Source: an optimization exercise on an open RTL-to-GDS flow (aim: small area). Production flows keep margins and buffers that such runs may drop. The RTL was checked by simulation tests, not by an equivalence proof against the original design. The flow treats the clock pin as an ideal source. Dropping or thinning the clock tree relies on that and would not hold on a real chip. Power and IR drop assume default switching activity.

==> flow/design.v (excerpt) <==
module todoPID(clk,rst,yactual,referencia,ena2,PWMin);
input clk,rst;
input [8:0]yactual,referencia;
output reg ena2;
output reg [17:0]PWMin;
reg [5:0]  L;
reg [8:0]  H;
reg [17:0] J;       
reg [8:0]  yp;      
wire w = ena2;
wire k8  = ~w & L[3] & ~L[2] & ~L[1] & ~L[0];
wire k12 = ~w & L[3] &  L[2] & ~L[1] & ~L[0];
wire k13 = ~w & L[3] &  L[2] & ~L[1] &  L[0];
wire k16 = ~w & L[4] & ~L[1] & ~L[0];
wire k18 = ~w & L[4] &  L[1];
wire last = w & H[8] & H[7] & H[2] & H[1] & L[5] & L[3] & L[0];  
wire [5:0] Ln;
rca #(6) incl(L, 6'd0, 1'b1, Ln);
wire [8:0] Hn;
rca #(9) inch(H, 9'd0, w & (&L), Hn);
wire [8:0] e;
rca #(9) sub_e(referencia & {9{k8}}, ~yactual & {9{k8}}, k8, e);
wire [11:0] e7;
rca #(12) mul7({e[8],e,3'b0}, ~{{3{e[8]}},e}, 1'b1, e7);
wire [17:0] je;
rca #(18) add_j(J, {{6{e7[11]}},e7}, 1'b0, je);
wire [8:0] nd;
rca #(9) sub_d(~yactual & {9{k12}}, yp, 1'b0, nd);
wire [16:0] Jh = J[17:1];
wire [16:0] pwh;
wire ts1 = Jh[6] ^ H[3];
wire tc2 = Jh[6] & H[3];
wire ts3 = Jh[7] ^ H[4] ^ H[7];
wire tc4 = (Jh[7] & H[4]) | (H[7] & (Jh[7] ^ H[4]));
wire ts5 = Jh[8] ^ H[5] ^ H[8];
wire tc6 = (Jh[8] & H[5]) | (H[8] & (Jh[8] ^ H[5]));
wire ts7 = Jh[3] ^ H[0] ^ H[3];
  ...
clock: 10.0 ns
lec_check: 0
cap_margin: 20
core_margin: 2
core_utilization: 40
slew_margin: 20
standard.sh (not shown) runs the stock make flow with config.mk's settings and CLKGATE_MAP_FILE= SYNTH_SCRIPT=/design/flow/synth_recipe.tcl, a recipe that flattens the netlist after the stock synthesis.
==> flow/flow/run.sh <==
#!/bin/bash
# Own layout flow: the standard synthesis; then the full adders are used in
# the polarity that needs fewer inverters (flow/fixpol.py) and the plain logic
# around them is re-mapped with ABC (flow/reabc.tcl), twice; then the standard flow's
# standard layout steps, with buf_1 port buffers and a one-level clock tree
# (flow/cts_manual.tcl: the flip-flops split into a few groups by location, one
# clock buffer per group, driven from the clock port).
set -euo pipefail
R=orfs/results/$FLOW_PLATFORM/todoPID/base
export PRE_CTS_TCL="$PWD/flow/cts_manual.tcl"
export MANUAL_CTS_PORT=clk MANUAL_CTS_GROUPS=${MANUAL_CTS_GROUPS:-4} MANUAL_CTS_BUF=${MANUAL_CTS_BUF:-sky130_fd_sc_hd__clkbuf_8}
export BUFFER_PORTS_ARGS="-buffer_cell sky130_fd_sc_hd__buf_1"
bash standard.sh synth > synth.log 2>&1
cp $R/1_2_yosys.v synth_standard.v
YOSYS=yosys
[ -x "$FLOW_HOME/../tools/install/yosys/bin/yosys" ] && YOSYS="$FLOW_HOME/../tools/install/yosys/bin/yosys"
export LIB="$FLOW_HOME/platforms/$FLOW_PLATFORM/lib/sky130_fd_sc_hd__tt_025C_1v80.lib"
export NETLIST="$PWD/$R/1_2_yosys.v"
export DELAY_PS=$(python3 -c "print(int(round(float('$FLOW_PERIOD_NS') * 1000)))")
export DONT_USE="$(make -s -C "$FLOW_HOME" DESIGN_CONFIG="$PWD/config.mk" WORK_HOME="$PWD/orfs" print-DONT_USE_CELLS 2>/dev/null | sed 's/^DONT_USE_CELLS[:=] *//' | tail -1)"
echo "DONT_USE: $DONT_USE" > reabc.log
for pass in 1 2; do
  python3 flow/fixpol.py "$NETLIST" >> fixpol.log 2>&1
  "$YOSYS" -c flow/reabc.tcl >> reabc.log 2>&1
done
cp $R/1_2_yosys.v synth_final.v
rm -f $R/1_synth.odb
bash standard.sh finish > layout.log 2>&1
Other scripts of this flow, unchanged in this note and not shown: flow/flow/cts_manual.tcl, flow/flow/fixpol.py, flow/flow/reabc.tcl
Edit:
Settings changed: CORE_UTILIZATION 40 to 70, GPL_TIMING_DRIVEN set to 0.
Die area is lower by 42%.
Utilization climbs by 31 points.
Worst hold slack degrades by 4.6 ps.
No run of this note takes its clock network from TritonCTS; it comes from the design's own scripts or RTL.

* * *

Setup of run 1:
Another version of the RTL of todoPID (not shown whole).
Size in the first run: roughly 350 cells after synthesis, about 39 I/O pins, about 0.0041 mm² of cells after synthesis.
export LEC_CHECK = 0
export CAP_MARGIN = 20
export CORE_MARGIN = 2
export CORE_UTILIZATION = 85
export GPL_TIMING_DRIVEN = 0
export SLEW_MARGIN = 20
create_clock -name core_clock -period 10.0 [get_ports {clk}]
==> flow/flow/run.sh <==
#!/bin/bash
# Own layout flow: the standard synthesis; then the full adders are used in
# the polarity that needs fewer inverters (flow/fixpol.py) and the plain logic
# around them is re-mapped with ABC for area (flow/reabc.tcl), twice; then the standard flow's
# standard layout steps, with buf_1 port buffers and a one-level clock tree
# (flow/cts_manual.tcl: the flip-flops split into a few groups by location, one
# clock buffer per group, driven from the clock port).
set -euo pipefail
R=orfs/results/$FLOW_PLATFORM/todoPID/base
export PRE_CTS_TCL="$PWD/flow/cts_manual.tcl"
export MANUAL_CTS_PORT=clk MANUAL_CTS_GROUPS=${MANUAL_CTS_GROUPS:-4} MANUAL_CTS_BUF=${MANUAL_CTS_BUF:-sky130_fd_sc_hd__clkbuf_8}
export BUFFER_PORTS_ARGS="-buffer_cell sky130_fd_sc_hd__buf_1"
bash standard.sh synth > synth.log 2>&1
cp $R/1_2_yosys.v synth_standard.v
YOSYS=yosys
[ -x "$FLOW_HOME/../tools/install/yosys/bin/yosys" ] && YOSYS="$FLOW_HOME/../tools/install/yosys/bin/yosys"
export LIB="$FLOW_HOME/platforms/$FLOW_PLATFORM/lib/sky130_fd_sc_hd__tt_025C_1v80.lib"
export NETLIST="$PWD/$R/1_2_yosys.v"
export DELAY_PS=$(python3 -c "print(int(round(float('$FLOW_PERIOD_NS') * 1000)))")
export DONT_USE="$(make -s -C "$FLOW_HOME" DESIGN_CONFIG="$PWD/config.mk" WORK_HOME="$PWD/orfs" print-DONT_USE_CELLS 2>/dev/null | sed 's/^DONT_USE_CELLS[:=] *//' | tail -1)"
echo "DONT_USE: $DONT_USE" > reabc.log
for pass in 1 2; do
  python3 flow/fixpol.py "$NETLIST" >> fixpol.log 2>&1
  "$YOSYS" -c flow/reabc.tcl >> reabc.log 2>&1
done
cp $R/1_2_yosys.v synth_final.v
rm -f $R/1_synth.odb
bash standard.sh finish > layout.log 2>&1
==> flow/flow/reabc.tcl <==
# Re-map the plain logic of the synthesized netlist with ABC, keeping the
# full/half adders and the flip-flops (and so every register name) as they are.
yosys read_liberty -ignore_miss_func $::env(LIB)
yosys read_verilog $::env(NETLIST)
yosys hierarchy -top $::env(FLOW_TOP)
yosys setattr -mod -set blackbox 1 sky130_fd_sc_hd__fa_* sky130_fd_sc_hd__ha_* sky130_fd_sc_hd__df* sky130_fd_sc_hd__edf* sky130_fd_sc_hd__sdf* sky130_fd_sc_hd__conb_*
yosys flatten
yosys opt -purge
set du {}
foreach c $::env(DONT_USE) { lappend du -dont_use $c }
yosys abc -liberty $::env(LIB) {*}$du -script "+strash;dch,-f;amap;topo"
yosys opt_clean -purge
yosys stat -liberty $::env(LIB)
yosys write_verilog -noattr -nohex -nodec $::env(NETLIST)
Other scripts of this flow, unchanged in this note and not shown: flow/flow/cts_manual.tcl, flow/flow/fixpol.py
FAIL run 1 @ global routing (5_1_grt): tool exited with error
What run 2 does differently from run 1 at the input level:
Settings: a change of CAP_MARGIN from 20 to 0; a change of CORE_UTILIZATION from 85 to 70; a change of SLEW_MARGIN from 20 to 0.
-- flow/flow/reabc.tcl --
<<< run 1, line 10
foreach c $::env(DONT_USE) { lappend du -dont_use $c }
yosys abc -liberty $::env(LIB) {*}$du -script "+strash;dch,-f;amap;topo"
yosys opt_clean -purge
>>> run 2, line 10
foreach c $::env(DONT_USE) { lappend du -dont_use $c }
yosys abc -liberty $::env(LIB) {*}$du -D $::env(DELAY_PS) -script "+strash;dch,-f;amap;topo;stime,-c;buffer,-c;upsize,-c;dnsize,-c"
yosys opt_clean -purge
--- outcome ---
- Comparing run 2 and run 1, the higher average cell area after synthesis was measured on run 1.
- In the metrics for run 2 and run 1, the one carrying the lower number of cells after detailed placement is run 1.
- Run 2 went all the way through synthesis, placement and routing and the layout is clean on timing, DRC and antenna.
- Comparing run 2 against run 1, there is no change at all in count of input and output buffers.
- Run 1 has a lower number of placement rows than run 2.
- Compared to run 1, run 2 has number of gates given a new drive strength after cts 2 lower.
- Diff run 1 -> run 2 | post-placement worst setup slack | increase of 0.20 ns
- Initial core utilization is higher on run 1
For run 3, these inputs were changed with respect to run 2:
Settings: a change of SLEW_MARGIN from 0 to 20; a change of CAP_MARGIN from 0 to 20.
-- flow/flow/reabc.tcl --
<<< run 2, line 10
foreach c $::env(DONT_USE) { lappend du -dont_use $c }
yosys abc -liberty $::env(LIB) {*}$du -D $::env(DELAY_PS) -script "+strash;dch,-f;amap;topo;stime,-c;buffer,-c;upsize,-c;dnsize,-c"
yosys opt_clean -purge
>>> run 3, line 10
foreach c $::env(DONT_USE) { lappend du -dont_use $c }
yosys abc -liberty $::env(LIB) {*}$du -script "+strash;dch,-f;amap;topo"
yosys opt_clean -purge
Notes after the runs:
- Run 3 vs run 2: inverter count down by a few percent
- Between run 3 and run 2, clock skew is lower for run 2, run 3 comes in above that.
- In run 3, the cell area came out 0.39% above the value in run 2.
- There was hardly any difference in proportion of cell area occupied by registers between run 3 and run 2.
- Run 3 ended up with a lower synthesized cell count than run 2 did.
- Cmp run 3 vs run 2: relative area change from synthesis to final layout higher in run 3
- Run 2 ended up with J[16]$_SDFF_PP1_ as its critical path endpoint; run 3 ended up with J[17]$_SDFF_PP1_.
- The final reports for run 3 and run 2 show critical path depth higher in the former.
- On total global-route track usage, the lower figure sits with run 2, not run 3.
- The routed wire length reported for run 3 is greater than that of run 2 by 510 µm.
The following lists how run 4 was set up differently from run 3:
-- flow/flow/run.sh --
<<< run 3, line 3
# the polarity that needs fewer inverters (flow/fixpol.py) and the plain logic
# around them is re-mapped with ABC for area (flow/reabc.tcl), twice; then the standard flow's
# standard layout steps, with buf_1 port buffers and a one-level clock tree
>>> run 4, line 3
# the polarity that needs fewer inverters (flow/fixpol.py) and the plain logic
# around them is re-mapped with ABC (flow/reabc.tcl), twice; then the standard flow's
# standard layout steps, with buf_1 port buffers and a one-level clock tree
-- flow/flow/reabc.tcl --
<<< run 3, line 10
foreach c $::env(DONT_USE) { lappend du -dont_use $c }
yosys abc -liberty $::env(LIB) {*}$du -script "+strash;dch,-f;amap;topo"
yosys opt_clean -purge
>>> run 4, line 10
foreach c $::env(DONT_USE) { lappend du -dont_use $c }
yosys abc -liberty $::env(LIB) {*}$du -D $::env(DELAY_PS)
yosys opt_clean -purge
## What came out
| pin count of the biggest net entering global routing | run 4 vs run 3 | about 7% higher |
Between run 3 and run 4, the flow reports wire length decreasing slightly.
Run 4 vs run 3 — part of the total power dissipated in sequential elements rose 1.3 points.
Compared run 4 vs run 3, and hold slack is down in run 4.
Run 4 against run 3: total buffers and inverters traversed by the critical path -1, fmax ~0 delta.
Switching power delta for run 4 relative to run 3: 0.016 mW lower
Run 4 and run 3 ended up with nearly the same final critical-path share of the clock period.
Run 4 gives less sequential share of layout area than run 3 did.
[run 4] power fell about 4% relative to run 3
NOTE: worst setup slack in run 4 exceeds that of run 3
Here is what was changed in the inputs of run 5 compared with run 4.
-- flow/flow/run.sh --
<<< run 4, line 3
# the polarity that needs fewer inverters (flow/fixpol.py) and the plain logic
# around them is re-mapped with ABC (flow/reabc.tcl), twice; then the standard flow's
# standard layout steps, with buf_1 port buffers and a one-level clock tree
>>> run 5, line 3
# the polarity that needs fewer inverters (flow/fixpol.py) and the plain logic
# around them is re-mapped with ABC for area (flow/reabc.tcl), twice; then the standard flow's
# standard layout steps, with buf_1 port buffers and a one-level clock tree
-- flow/flow/reabc.tcl --
<<< run 4, line 10
foreach c $::env(DONT_USE) { lappend du -dont_use $c }
yosys abc -liberty $::env(LIB) {*}$du -D $::env(DELAY_PS)
yosys opt_clean -purge
>>> run 5, line 10
foreach c $::env(DONT_USE) { lappend du -dont_use $c }
yosys abc -liberty $::env(LIB) {*}$du -D $::env(DELAY_PS) -script "+strash;dch,-f;amap;topo;stime,-c;buffer,-c;upsize,-c;dnsize,-c"
yosys opt_clean -purge
==> results.txt <==
- Run 5 | status: complete | timing, DRC, antenna: pass
- Met1 usage in global routing, run 5 and run 4: higher on run 4
- Highest attainable clock frequency: run 5 better than run 4
- Final cell count in run 5 vs run 4: down about 0.8%
- Relative to run 4, total internal power has increased by about 4% in run 5.
- Diff run 4 -> run 5: total non-filler cell area in the finished layout has decreased; total global routing track utilization has decreased; share of total power in the clock network has decreased; power has increased.
- Looking at met3 global-route usage, run 5 sits below run 4.
- When run 5 is set beside run 4, its final critical-path setup slack turns out to be 0.097 ns larger.
The clock cells of run 2, run 3, run 4 and run 5 come from the design's own scripts or RTL, not from TritonCTS.

[static timing again, ports no longer ideal]
The flow's constraints put no driver on any port. The routed layouts listed below were extracted and timed again, unchanged, in two steps.
Step 1 sets driving cells, clkbuf_16 on the clock port and buf_2 on the other inputs (assumed; they add their load-dependent delay and slew).
Step 2, shift: input delay + t, output delay - t, t = (earliest + latest rising clock arrival at the registers) / 2. This alone moves slack from input paths to output paths.
a / b / c = no drivers / after step 1 / after step 2; a / b = the first two.
run | t (ns) | setup WS [ns] | worst setup path at the end | worst register clock-pin slew, ns | pins driven straight from the clock port
the first run of note 1 | 0.226 | 0.332 / 0.364 / 0.139 | input to register | 0.11 / 0.11 | 4
the second run of note 1 | 0.212 | 0.357 / 0.399 / 0.187 | input to register | 0.11 / 0.11 | 4
run 2 | 0.214 | 0.376 / 0.412 / 0.197 | input to register | 0.10 / 0.10 | 4
run 3 | 0.217 | 0.276 / 0.313 / 0.096 | input to register | 0.12 / 0.12 | 4
run 4 | 0.221 | 0.280 / 0.308 / 0.087 | input to register | 0.11 / 0.11 | 4
run 5 | 0.214 | 0.376 / 0.412 / 0.197 | input to register | 0.10 / 0.10 | 4
After both steps setup and hold are still met in every run listed.
